Background: an optimization exercise with open tools, aiming at small area and a short achievable clock period. Do not read the settings as production practice.
Only simulation tests tie the RTL to the original design; equivalence was not proved.
No activity file was given, so power comes from the tool's default toggle rates.

**design/flow/run.sh**
```bash
#!/bin/bash
# synth_recipe.tcl (not shown) runs the flow's synth.tcl, then flattens the netlist and writes it again
# the make line also repeats each setting of config.mk as NAME=value (left out here)
make -C /OpenROAD-flow-scripts/flow DESIGN_CONFIG=/design/flow/config.mk WORK_HOME=/design/flow/orfs CLKGATE_MAP_FILE= SYNTH_SCRIPT=/design/flow/synth_recipe.tcl finish
```
**design/flow/design.v**
```verilog
module AND2X1 (
input i0,
input i1,
output reg out_and);
	always@(*)
		out_and = i0 & i1;
endmodule
module ADDER_4 (
input [7:0] DATA_ADDER,
output reg [7:0] out_adder);
always@(*)
	out_adder = DATA_ADDER + 8'h4;  
endmodule
module ADDER_8 (
input [7:0] DATA_ADDER0,
input [7:0] DATA_ADDER1,
output reg [7:0] out_adder);
always@(*)
	out_adder = DATA_ADDER0 + DATA_ADDER1;  
endmodule
module CONTROL_UNIT(
input [6:0] OP,  
input [2:0] Funct3,  
input [6:0] Funct7,  
output reg [2:0] ULAControl, output reg ULASrc, output reg RegWrite,
output reg MemWrite, ResultSrc, Branch, output reg [1:0] ImmSrc);
reg [16:0] register_concatenation;  
	always@(*)begin
		register_concatenation = {OP, Funct3, Funct7};  
		RegWrite = 0;
		ULASrc = 0;
		ULAControl = 3'b000;
		ImmSrc = 2'b00;
		MemWrite = 0;
		ResultSrc = 0;
		Branch = 0;
		casez(register_concatenation)
			17'b01100110000000000	:	begin  
								RegWrite = 1;
								ULASrc = 0;
								ULAControl = 3'b000;
								ImmSrc = 2'b00;
								MemWrite = 0;
								ResultSrc = 0;
								Branch = 0;
							end
			17'b01100110000100000	:	begin  
								RegWrite = 1;
								ULASrc = 0;
								ULAControl = 3'b001;
								ImmSrc = 2'b00;
								MemWrite = 0;
								ResultSrc = 0;
								Branch = 0;
							end
			17'b01100111110000000	:	begin  
								RegWrite = 1;
								ULASrc = 0;
								ULAControl = 3'b010;
								ImmSrc = 2'b00;
								MemWrite = 0;
								ResultSrc = 0;
								Branch = 0;
							end
			17'b01100111100000000	:	begin  
								RegWrite = 1;
								ULASrc = 0;
								ULAControl = 3'b011;
								ImmSrc = 2'b00;
								MemWrite = 0;
								ResultSrc = 0;
								Branch = 0;
							end
			17'b01100111000000000	:	begin  
								RegWrite = 1;
								ULASrc = 0;
								ULAControl = 3'b100;
								ImmSrc = 2'b00;
								MemWrite = 0;
								ResultSrc = 0;
								Branch = 0;
							end
			17'b01100110100000000	:	begin  
								RegWrite = 1;
								ULASrc = 0;
								ULAControl = 3'b101;
								ImmSrc = 2'b00;
								MemWrite = 0;
								ResultSrc = 0;
								Branch = 0;
							end
			17'b0010011000???????	:	begin  
								RegWrite = 1;
								ULASrc = 1;
								ULAControl = 3'b000;
								ImmSrc = 2'b00;
								MemWrite = 0;
								ResultSrc = 0;
								Branch = 0;
							end
			17'b0000011000???????	:	begin  
								RegWrite = 1;
								ULASrc = 1;
								ULAControl = 3'b000;
								ImmSrc = 2'b00;
								MemWrite = 0;
								ResultSrc = 1;
								Branch = 0;
							end
			17'b0100011000???????	:	begin  
								RegWrite = 0;
								ULASrc = 1;
								ULAControl = 3'b000;
								ImmSrc = 2'b01;
								MemWrite = 1;
								ResultSrc = 1'b0;
								Branch = 0;
							end
			17'b1100011000???????	:	begin  
								RegWrite = 0;
								ULASrc = 0;
								ULAControl = 3'b001;
								ImmSrc = 2'b10;
								MemWrite = 0;
								ResultSrc = 1'b0;
								Branch = 1;
							end
			default	: register_concatenation = 17'b00000000000000000; 
		endcase
		end
endmodule
module dma_controler(  
input clock_reg,  
input reset,  
input [7:0] dest_addr,  
input [7:0] data_input,  
output reg [7:0] data);  
always@(posedge clock_reg or negedge reset)begin
	if(!reset) begin
		data <= 0;  
	end
	else if(dest_addr != 8'hFF) begin  
		data <= data_input;  
	end
end
endmodule
module MUX_4X1 #(parameter BITS=12)(
input [BITS-1:0] i0,
input [BITS-1:0] i1,
input [BITS-1:0] i2,
input [1:0] sel,
output reg [7:0] out_mux);
	always@(*)
		casez(sel)
			2'b00	:	begin  
				out_mux = i0;
			end
			2'b01	:	begin  
				out_mux = i1;
			end
			2'b10	:	begin  
				out_mux = i2;
			end
			default : out_mux = 0; 
		endcase
endmodule
module MUX_2X1 #(parameter BITS=8)(
input [BITS-1:0] i0,
input [BITS-1:0] i1,
input sel,
output reg [7:0] out_mux);
	always@(*)
		if(sel == 0)
			out_mux= i0;
		else
			out_mux = i1;
endmodule
module PROGRAM_COUNTER_8(  
input clock_reg,  
input reset,  
input [7:0] PCin,  
output reg [7:0] PC);  
always@(posedge clock_reg or negedge reset)begin
	if(!reset) begin
		PC <= 0;  
	end
	else begin
		PC <= PCin;
	end
end
endmodule
module ULA (
input [7:0] SrcA,  
input [7:0] SrcB,  
input [2:0] ULAControl,  
  output reg [7:0] ULAResult, output reg Zero);
	always@(*)
		begin	
		case(ULAControl)
			3'b000	:	ULAResult = SrcA + SrcB;  
			3'b001	:	ULAResult = SrcA + ~SrcB + 1;  
			3'b010	:	ULAResult = SrcA & SrcB;  
			3'b011	:	ULAResult = SrcA | SrcB;  
				3'b100	:	ULAResult = SrcA ^ SrcB;  
			3'b101	:	begin  
								if(SrcA < SrcB)
									ULAResult = 1;
								else
									ULAResult = 0;
							end
			default	:	ULAResult = 0;
	endcase
    if(ULAResult == 0)
		Zero = 1;
	else
		Zero = 0;
	end
endmodule
module DATA_MEMORY(
input clk,  
input rst,  
input WE,  
input [7:0] WD, 
input [7:0] A, 
input start_DMA,  
input [7:0] WD_DMA, 
input [7:0] A_DMA, 
output [7:0] RD
 );
reg [7:0] register [255:0]; 
integer j; 
assign RD = register[A];  
always@(posedge clk or negedge rst)begin
	if(!rst) begin
		for(j = 0; j < 256; j = j + 1) begin
			register[j] <= 8'b00000000;  
		end
	end		
	else begin
	if(WE == 1)begin
		register[A] <= WD;  
		register[0] <= 0;  
	end
	if(start_DMA == 1)begin  
		register[A_DMA] <= WD_DMA;  
		register[0] <= 0;
	end
	end
end
endmodule
module Parallel_IN (
input [7:0] Address,  
input [7:0] MemData,  
input [7:0] DataIn,  
output reg [7:0] RegData);
always@(*)begin
	if(Address == 8'hFF)begin
		RegData = DataIn;
	end
	else begin
		RegData = MemData;
	end
	end
endmodule
module Parallel_OUT (
input EN, 
input [7:0] Address,  
input [7:0] RegData,  
input clk,
input rst,
output reg [7:0] DataOut);
reg [7:0] register;
always@(posedge clk or negedge rst)begin
	if(!rst) begin
		register <= 8'b00000000;  
		end		
	else if(EN == 1 & Address == 8'hFF)begin
		register <= RegData;  
	end
end
always@(*)
	DataOut = register;  
endmodule
module register_8BITS(
input clock_reg,  
input reset,  
input write_enable,  
input [2:0] write_address,  
input [7:0] write_data,  
input [2:0]register_address1,  
input [2:0]register_address2,
output [7:0] register_data1,register_data2,
output [7:0] x0,x1,x2,x3,x4,x5,x6,x7);
reg [7:0] register [7:0];
always@(posedge clock_reg or negedge reset)begin
	if(!reset) begin
		register[0] <= 0;
		register[1] <= 0;
		register[2] <= 0;
		register[3] <= 0;
		register[4] <= 0;
		register[5] <= 0;
		register[6] <= 0;
		register[7] <= 0;
	end		
	else if(write_enable == 1)begin
		register[write_address] <= write_data;
		register[0] <= 0;  
	end
end
assign x0 = register[0];
assign x1 = register[1];
assign x2 = register[2];
assign x3 = register[3];
assign x4 = register[4];
assign x5 = register[5];
assign x6 = register[6];
assign x7 = register[7];
assign register_data1 = register[register_address1];
assign register_data2 = register[register_address2];
endmodule
`default_nettype none
module lasd_riscv8 (
    input  wire        clk,
    input  wire        rst_n,       
    input  wire [31:0] instr,       
    input  wire [7:0]  sw_in,       
    input  wire [7:0]  dma_addr,    
    output wire [7:0]  pc,          
    output wire [7:0]  io_out,      
    output wire [55:0] xregs        
);
wire w_ULASrc;
wire [2:0] w_ULAControl;
wire [7:0] w_rd1SrcA;
wire [7:0] w_rd2;
wire [7:0] w_SrcB;
wire [7:0] w_ULAResult;
wire w_Zero;
wire [7:0] w_PC;
wire [7:0] w_PCp4;
wire w_RegWrite;
wire [31:0] w_Inst;
wire [1:0] w_ImmSrc;
wire w_MemWrite;
wire w_ResultSrc;
wire [7:0] w_Wd3;
wire [7:0] w_Imm;
wire [7:0] w_RData;
wire w_PCSrc;
wire w_Branch;
wire [7:0] w_ImmPC;
wire [7:0] w_PCn;
wire [7:0] w_DataOut;
wire [7:0] w_DataIn;
wire [7:0] w_RegData;
wire [7:0] w_A_DMA;
wire [7:0] w_WD_DMA;
wire [7:0] w_dest_addr;
wire [7:0] w_x0, w_x1, w_x2, w_x3, w_x4, w_x5, w_x6, w_x7;
assign w_Inst = instr;
assign w_DataIn = sw_in;
assign w_dest_addr = dma_addr;
assign pc = w_PC;
assign io_out = w_DataOut;
assign xregs = {w_x7, w_x6, w_x5, w_x4, w_x3, w_x2, w_x1};
register_8BITS myReg(
.clock_reg(clk),
.reset(rst_n),
.write_enable(w_RegWrite),
.write_address(w_Inst[9:7]),
.write_data(w_Wd3),
.register_address1(w_Inst[17:15]),
.register_address2(w_Inst[22:20]),
.register_data1(w_rd1SrcA),
.register_data2(w_rd2),
.x0(w_x0), .x1(w_x1), .x2(w_x2), .x3(w_x3),
.x4(w_x4), .x5(w_x5), .x6(w_x6), .x7(w_x7)
);
MUX_2X1 MuxULASrc(
.i0(w_rd2),
.i1(w_Imm),
.sel(w_ULASrc),
.out_mux(w_SrcB)
);
MUX_4X1 #(8) MuxImmSrc(
.i0(w_Inst[27:20]),
.i1({w_Inst[27:25], w_Inst[11:7]}),
.i2({w_Inst[27:25], w_Inst[11:8], 1'b0}),
.sel(w_ImmSrc),
.out_mux(w_Imm)
);
MUX_2X1 MuxResSrc(
.i0(w_ULAResult),
.i1(w_RegData),
.sel(w_ResultSrc),
.out_mux(w_Wd3)
);
MUX_2X1 MuxPCSrc(
.i0(w_PCp4),
.i1(w_ImmPC),
.sel(w_PCSrc),
.out_mux(w_PCn)
);
ULA myULA(
.SrcA(w_rd1SrcA),
.SrcB(w_SrcB),
.ULAControl(w_ULAControl),
.Zero(w_Zero),
.ULAResult(w_ULAResult)
);
CONTROL_UNIT my_unit_control(
.OP(w_Inst[6:0]),
.Funct3(w_Inst[14:12]),
.Funct7(w_Inst[31:25]),
.ULAControl(w_ULAControl),
.ULASrc(w_ULASrc),
.RegWrite(w_RegWrite),
.ImmSrc(w_ImmSrc),
.MemWrite(w_MemWrite),
.ResultSrc(w_ResultSrc),
.Branch(w_Branch)
);
ADDER_4 my_adder(
.DATA_ADDER(w_PC),
.out_adder(w_PCp4)
);
ADDER_8 myadder8(
.DATA_ADDER0(w_Imm),
.DATA_ADDER1(w_PC),
.out_adder(w_ImmPC)
);
PROGRAM_COUNTER_8 my_program_counter(
.clock_reg(clk),
.reset(rst_n),
.PCin(w_PCn),
.PC(w_PC)
);
DATA_MEMORY my_data_memory(
.clk(clk),
.rst(rst_n),
.WE(w_MemWrite),
.WD(w_rd2),
.A(w_ULAResult),
.start_DMA(1'b1),
.WD_DMA(w_WD_DMA),
.A_DMA(w_A_DMA),
.RD(w_RData)
);
AND2X1 myAND(
.i0(w_Branch),
.i1(w_Zero),
.out_and(w_PCSrc)
);
Parallel_OUT my_parall_out(
.EN(w_MemWrite),
.Address(w_ULAResult),
.RegData(w_rd2),
.clk(clk),
.rst(rst_n),
.DataOut(w_DataOut)
);
Parallel_IN my_parall_in(
.Address(w_ULAResult),
.MemData(w_RData),
.DataIn(w_DataIn),
.RegData(w_RegData)
);
dma_controler my_dma_controler(
.clock_reg(clk),
.reset(rst_n),
.dest_addr(w_A_DMA),
.data_input(w_DataIn),
.data(w_WD_DMA)
);
ADDER_4 dma_adder(
.DATA_ADDER(w_dest_addr),
.out_adder(w_A_DMA)
);
endmodule
`default_nettype wire
```
**design/flow/config.mk**
```make
export PLATFORM = sky130hd
export DESIGN_NAME = lasd_riscv8
export DESIGN_NICKNAME = lasd_riscv8
export VERILOG_FILES = /design/flow/design.v
export SDC_FILE = /design/flow/constraint.sdc
export NUM_CORES = 4
export LEC_CHECK = 0
export CAP_MARGIN = 40
export CORE_MARGIN = 2
export CORE_UTILIZATION = 25
export PLACE_DENSITY = 0.36
export SLEW_MARGIN = 40
```
**design/flow/constraint.sdc**
```tcl
create_clock -name core_clock -period 16.0 [get_ports {clk}]
set_input_delay 3.2000 -clock core_clock [delete_from_list [all_inputs] [get_ports {clk}]]
set_output_delay 3.2000 -clock core_clock [all_outputs]
set_load 0.01 [all_outputs]
```
==> run summary <==
## area by class of cell
type,count,area (um2)
fill,49027,320000
inverter,39,146
multi-input combinational,11668,60200
clock inverter,61,712
tap,6149,7690
antenna,224,561
timing repair buffer,951,9130
sequential,2112,52900
clock buffer,455,8510
## cells in the final DEF, fill, tap and decap left out, drive strengths merged, types with 78 or more instances in the layout
cell type,netlist,final
a21oi,2185,2185
a22o,114,114
a22oi,293,293
a32oi,149,149
buf,474,831
clkbuf,914,459
clkdlybuf4s50,0,116
dfrtp,2112,2112
diode,0,224
mux2i,78,78
nand2,2695,2695
nand3,348,348
nand4,161,161
nor2,2477,2477
nor3,115,115
nor4,97,97
o21ai,2202,2202
## worst reg2reg max path, stage by stage (launching register included)
cell and delay, ns:
dfrtp_1 0.46, mux4_2 0.53, o21ai_4 0.37, mux2_2 0.26
inv_1 0.06, ha_1 0.21, fa_1 0.47, o21bai_1 0.20
nand3b_1 0.18, a211o_1 0.33, nand4_1 0.20, and2_4 0.44
buf_4 0.56, nor4_4 0.13, buf_12 0.27, buf_4 0.46
a22oi_1 0.73, o22ai_1 0.43, a221oi_1 0.63, nand4_1 0.19
or4_1 0.84, nor4_4 0.37, buf_4 0.31, o21ai_1 0.15
## power breakdown
part	switching, mW	internal [mW]	total [mW]
sequential	0.745	5.79	6.54
clock	3.03	3.74	6.77
combinational	1.44	0.427	1.86
## sequential cells by signal, indices dropped and copies added, names as in the netlist
name / flops
my_data_memory.register: 2032
myReg.register: 56
my_dma_controler.data: 8
my_parall_out.register: 8
my_program_counter.PC: 8
## per-layer routing
layer	vias to the layer above	global-route usage [%]	share of wire [%]	wire length, um
li1	53043	-	-	-
met1	68214	58.2	38	444000
met2	11903	63.9	39	452000
met3	3137	21.2	13	147000
met4	48	43.1	10	122000
met5	-	0.0102	0.037	435
## cell usage after synthesis (9+ instances only)
library cell,count,area [um2]
nand3_1,345,1730
a311oi_1,12,105
a211oi_1,25,188
buf_1,336,1260
o2111ai_1,11,96.3
a22oi_1,293,2200
nor2b_1,23,144
a221o_1,17,170
a222oi_1,21,210
nor3_1,114,571
a32o_1,42,420
nand4_1,160,1000
or3_1,9,56.3
o22ai_1,57,357
dfrtp_1,2112,52900
a31oi_1,53,332
a311o_1,9,90.1
a21o_1,17,128
buf_2,130,651
xnor2_1,16,140
nand2_1,2694,10100
mux2_2,35,394
o32ai_1,15,131
and2_1,9,56.3
a21oi_1,2183,10900
a221oi_1,33,289
inv_1,39,146
ha_1,32,400
a2111oi_0,25,219
nor2_1,2477,9300
o21ai_1,54,270
or4_1,24,180
o21ai_0,2144,10700
a32oi_1,149,1310
and4_1,30,263
mux2i_1,78,781
and3_1,67,419
a211o_1,18,158
a22o_1,114,998
clkbuf_1,914,3430
nor4_1,86,538
o2bb2ai_1,19,166
o211ai_1,16,120
## how the worst max path moves through the flow
stage	slack [ns]	depth (start not counted)	end	from
after floorplan	6.62	24	myReg.register[3][1]	instr[20]
after CTS	4.52	26	myReg.register[7][3]	instr[20]
final	4.17	27	myReg.register[1][0]	instr[20]
after detailed placement	3.50	26	myReg.register[6][3]	instr[20]
after global placement	2.99	25	myReg.register[1][6]	instr[21]
after global routing	4.45	26	myReg.register[5][7]	instr[20]
## cell families after synthesis
group	after synthesis	share of synthesized area (%)
adders and majority gates	36	0.407
xor gates and xnor gates	21	0.159
and+or+nand+nor	6091	21.5
muxes	122	1.18
AOI/OAI and AO/OA	5398	26.2
buffers and inverters	1427	4.81
DFF	2112	45.7
## metrics by stage
step / utilization, % / hold WS, ns / instances / worst slack [ns] / power, mW
after floorplan: - / 0.508 / 15207 / 6.62 / 6.79
after global placement: 27.6 / 0.463 / 20800 / 2.99 / 8.27
final: 30.4 / 0.472 / 21659 / 4.17 / 15.2
after detailed placement: 28.1 / 0.467 / 20891 / 3.50 / 8.30
after CTS: 30.1 / 0.479 / 21407 / 4.52 / 15.0
after global routing: 30.3 / 0.503 / 21484 / 4.45 / 15.3
==> results.sh <==
export IMPL_worstMarginPinSlew_ns=1.14
export IMPL_relSlewSlack_pct=23.4
export IMPL_clkLatencyLatePin_ns=1.10
export IMPL_place_area_mm2=0.129
export IMPL_maxCapViolCount=0
export IMPL_vdd_drop_max_mv=0.0852
export IMPL_hold_viol_final=0
export IMPL_grt_pass1_vias=114859
export IMPL_crit_path_start_kind="input port"
export IMPL_fin_crit_sh_pct=74.0
export IMPL_post_cts_buffers=0
export IMPL_dp_hpwl_um=856000
export IMPL_cts_tree="done"
export IMPL_netlist_area_mm2=0.116
export IMPL_cts_buffers=291
export IMPL_crit_path_max_incr_delay_ns=0.83
export IMPL_wirelength_um=1170000
export IMPL_min_path_type="reg -> reg"
export IMPL_ys_seq_elements=2112
export IMPL_die_w_um=684
export IMPL_path_delay_family="buffers and inverters"
export IMPL_arrival_ns=12.74
export IMPL_num_vias=136345
export IMPL_ios=122
export IMPL_grt_start_max_net_pins=128
export IMPL_ys_flop_type="dfrtp_1"
export IMPL_syn_avg_cell_area_um2=7.60
export IMPL_max_freq_ghz=0.0845
export IMPL_crit_type="in -> reg"
export IMPL_first_pass_iters=7
export IMPL_endpoint_kind="flop"
export IMPL_r2r_cells=23
export IMPL_dieArea_mm2=0.468
export IMPL_h_tree_depth=5
export IMPL_gp_congestion=1.12
export IMPL_cts_root_buf="clkbuf_16"
export IMPL_cp_slowest_cell="a311oi_1"
export IMPL_maxSlewViolCount=0
export IMPL_drt_iter0_drc=24672
export IMPL_powerDensity_mw_per_mm2=108
export IMPL_ys_seq_area_share_pct=45.7
export IMPL_via_per_inst=6.30
export IMPL_worstPathRequired_ns=16.90
export IMPL_whs_path_depth=1
export IMPL_r2r_slack_ns=7.09
export IMPL_area_growth_pct=21.0
export IMPL_wl_per_cell_um=53.8
export IMPL_cpMostUsedCell="buf_4"
export IMPL_regToRegEndpoint="myReg.register[6][3]"
export IMPL_rows=249
export IMPL_yosysWarnings=15
export IMPL_grt_pass1_wl_um=1440000
export IMPL_async_flop_share_pct=100
export IMPL_overflow=0
export IMPL_track_usage_pct=48.2
export IMPL_cts_resized=0
export IMPL_port_buffers=119
export IMPL_drive_above_1_share_pct=12.2
export IMPL_post_route_drc_count=0
export IMPL_layout_nets=15148
export IMPL_fin_tns_setup_ns=0
export IMPL_status="complete, no violations"
export IMPL_dieHeight_um=684
export IMPL_hold_end="my_program_counter.PC[7]"
export IMPL_postLayoutCellArea_mm2=0.140
export IMPL_synth_edf_count=0
export IMPL_clkTransAtPathRegs_ns=0.06
export IMPL_path_buf_inv=8
export IMPL_post_route_min_period_ns=11.83
export IMPL_syn_num_nets=15292
export IMPL_core_mm2=0.460
export IMPL_ctsHoldBuffers=0
export IMPL_clockBufferDepth=4
export IMPL_reg2reg_from="myReg.register[6][0]"
export IMPL_setup_viol=0
export IMPL_finClkSkew_ns=0.0705
export IMPL_cp_max_fo=22
export IMPL_p_leak_nw=53.2
export IMPL_detail_route_antenna_nets=0
export IMPL_start_util_pct=25.1
export IMPL_antenna_found_initial=248
export IMPL_clock_sinks=2112
export IMPL_ys_types=97
export IMPL_syn_inst=15207
export IMPL_min_from="my_program_counter.PC[7]"
export IMPL_rsz0062_at_grt="no"

re-timing with driven ports:
In the flow no input, the clock included, has a driving cell. The finished layout below was timed again as built, in two steps. Step 1: set_driving_cell puts a clkbuf_16 on clk and a buf_2 on each other input, an assumption about the parent block. Step 2 also shifts input and output timing later by t, the mid clock arrival at the registers, as if the neighbouring blocks saw the same clock. Slacks: ideal / step 1 / step 2; pairs: ideal / step 1.
t (ns): 1.185
setup slack, ns: 4.166 / 4.263 / 3.077
worst setup path at the end: input to register
worst register clock-pin slew, ns: 0.08 / 0.08
pins driven straight from the clock port: 1
After both steps setup and hold are still met in this run. The setup slack of this run moves by +0.097 ns with the drivers and by -1.089 ns with both steps.
